Context: an optimization exercise on an open-source flow, tuned for small area, a short achievable clock period and few clock cycles. The choices shown serve that exercise and are no tape-out recipe. RTL that was checked went through simulation tests only; none was proved equivalent to the original. Power and IR drop assume default switching activity.

rev 12:
Design demosaic, start of the top module:
module demosaic(clk, reset, in_en, data_in, wr_r, addr_r, wdata_r, rdata_r, wr_g, addr_g, wdata_g, rdata_g, wr_b, addr_b, wdata_b, rdata_b, done);
Size: roughly 1500 cells after synthesis, ~110 I/O pins, roughly 0.018 mm^2 of cells after synthesis.
clock: 5.0 ns
lec_check: 0
cap_margin: 20
core_margin: 2
core_utilization: 55
setup_slack_margin: 3.3
slew_margin: 20
run.sh (not shown) runs the stock make flow with config.mk's settings and CLKGATE_MAP_FILE= SYNTH_SCRIPT=/design/flow/synth_recipe.tcl, a recipe that flattens the netlist after the stock synthesis.
What rev 13 does differently from rev 12 at the input level:
# rev 12
export LEC_CHECK = 0
export CAP_MARGIN = 20
export CORE_MARGIN = 2
export CORE_UTILIZATION = 55
export SETUP_SLACK_MARGIN = 3.3
export SLEW_MARGIN = 20
create_clock -name core_clock -period 5.0 [get_ports {clk}]
# rev 13
export LEC_CHECK = 0
export CAP_MARGIN = 20
export CORE_MARGIN = 2
export CORE_UTILIZATION = 40
export SETUP_SLACK_MARGIN = 3.0
export SLEW_MARGIN = 20
create_clock -name core_clock -period 5.0 [get_ports {clk}]
==> run summary <==
Rev 12 -> rev 13: setup-violating endpoint count in the final report delta 0, exact match. Lower number of buffers inserted during clock tree synthesis among rev 13 and rev 12: rev 12. Taking rev 12 as the reference point, the number of cells in the design after placement of rev 13 rises by 9.5%. Relative to rev 12, inserted tap cell count has increased by 183 in rev 13. Est. power | rev 13 vs rev 12 | rev 13 higher.
No functional check of the RTL was part of any run of this note.

========
Another version of the RTL of demosaic (not shown whole).
For scale: ~1600 cells after synthesis, roughly 110 I/O pins, about 18000 sq um of cells after synthesis.
==> flow/design.v (excerpt) <==
module demosaic(clk, reset, in_en, data_in, wr_r, addr_r, wdata_r, rdata_r, wr_g, addr_g, wdata_g, rdata_g, wr_b, addr_b, wdata_b, rdata_b, done);
Settings: LEC_CHECK=0, CAP_MARGIN=20, CORE_MARGIN=2, CORE_UTILIZATION=40, CTS_BUF_LIST=sky130_fd_sc_hd__clkbuf_8, CTS_CLUSTER_DIAMETER=60, CTS_CLUSTER_SIZE=16, SETUP_SLACK_MARGIN=3.2, SLEW_MARGIN=20, TNS_END_PERCENT=10; clock period 5.0 ns.
standard.sh (not shown) runs the stock make flow with config.mk's settings and CLKGATE_MAP_FILE= SYNTH_SCRIPT=/design/flow/synth_recipe.tcl, a recipe that flattens the netlist after the stock synthesis.
==> flow/flow/run.sh <==
#!/bin/bash
# Standard layout, with the port buffers made of sky130_fd_sc_hd__buf_2 cells
# instead of the delay cells buffer_ports picks by itself.
set -euo pipefail
export BUFFER_PORTS_ARGS="-buffer_cell sky130_fd_sc_hd__buf_2"
bash standard.sh > standard.log 2>&1
The starting point finished with timing, DRC and antenna clean.
Testbench counts at the start, summed over its fixed seeds: cycles 329,652.
Change:
==> flow/run.sh (new file) <==
#!/bin/bash
# synth_recipe.tcl (not shown) runs the flow's synth.tcl, then flattens the netlist and writes it again
# the make line also repeats each setting of config.mk as NAME=value (left out here)
make -C /OpenROAD-flow-scripts/flow DESIGN_CONFIG=/design/flow/config.mk WORK_HOME=/design/flow/orfs CLKGATE_MAP_FILE= SYNTH_SCRIPT=/design/flow/synth_recipe.tcl finish
--- a/flow/config.mk
+++ b/flow/config.mk
@@ -12,5 +12,5 @@
 export CTS_CLUSTER_DIAMETER = 60
 export CTS_CLUSTER_SIZE = 16
-export SETUP_SLACK_MARGIN = 3.2
+export SETUP_SLACK_MARGIN = 3.0
 export SLEW_MARGIN = 20
 export TNS_END_PERCENT = 10
removed: flow/flow/run.sh
removed: flow/standard.sh
After rerunning:
- final cell count decreases by 0.91%
- global-route usage barely changes
- power increases by 1.2%
- combinational power decreases by about 2%
Change:
==> flow/flow/run.sh (new file) <==
#!/bin/bash
# Standard layout, with the port buffers made of sky130_fd_sc_hd__buf_2 cells
# instead of the delay cells buffer_ports picks by itself.
set -euo pipefail
export BUFFER_PORTS_ARGS="-buffer_cell sky130_fd_sc_hd__buf_2"
bash standard.sh > standard.log 2>&1
==> flow/standard.sh (new file) <==
#!/bin/bash
# synth_recipe.tcl (not shown) runs the flow's synth.tcl, then flattens the netlist and writes it again
# the make line also repeats each setting of config.mk as NAME=value (left out here)
make -C /OpenROAD-flow-scripts/flow DESIGN_CONFIG=/design/flow/config.mk WORK_HOME=/design/flow/orfs CLKGATE_MAP_FILE= SYNTH_SCRIPT=/design/flow/synth_recipe.tcl "${@:-finish}"
--- a/flow/config.mk
+++ b/flow/config.mk
@@ -12,5 +12,5 @@
 export CTS_CLUSTER_DIAMETER = 60
 export CTS_CLUSTER_SIZE = 16
-export SETUP_SLACK_MARGIN = 3.0
+export SETUP_SLACK_MARGIN = 2.9
 export SLEW_MARGIN = 20
-export TNS_END_PERCENT = 10
+export TNS_END_PERCENT = 5
removed: flow/run.sh
The changed run completed with no timing, DRC or antenna violations.
Register-to-register slack is worse by 170 ps.
Via count decreases slightly.
Clock skew barely changes.
Cell area went down by a few percent.
Core utilization fell by 2.0 points.
Sequential share of layout area rose by 2.0 points.

==> static timing again, ports no longer ideal <==
In the flow no input, the clock included, has a driving cell. The finished layouts below were timed again as built, in two steps. Step 1 (the two cells are an assumption about what drives the block):
set clk [get_ports {clk}]
set_driving_cell -lib_cell sky130_fd_sc_hd__clkbuf_16 $clk
set_driving_cell -lib_cell sky130_fd_sc_hd__buf_2 [delete_from_list [all_inputs] $clk]
Step 2 also shifts input and output timing later by t, the mid clock arrival at the registers, as if the neighbouring blocks saw the same clock. a / b / c = ideal / step 1 / step 2; a / b = the first two.
run	t (ns)	setup WS [ns]	hold slack, ns	latest minus earliest clock arrival (ns)
rev 12	0.593	2.476 / 2.476 / 2.476	0.444 / 0.444 / 0.444	0.017 / 0.018
rev 13	0.610	2.470 / 2.470 / 2.470	0.441 / 0.441 / 0.441	0.015 / 0.016
the first run of note 2	0.653	2.859 / 2.808 / 2.646	0.455 / 0.423 / 0.470	0.035 / 0.035
the second run of note 2	0.647	2.826 / 2.777 / 2.711	0.466 / 0.466 / 0.466	0.046 / 0.047
the third run of note 2	0.643	2.753 / 2.753 / 2.640	0.464 / 0.456 / 0.464	0.053 / 0.053
After both steps setup and hold are still met in every run listed. The setup slack of the first run of note 2, which loses most, moves by -0.051 ns with the drivers and by -0.213 ns with both steps. The worst setup slack also covers recovery checks on asynchronous resets.
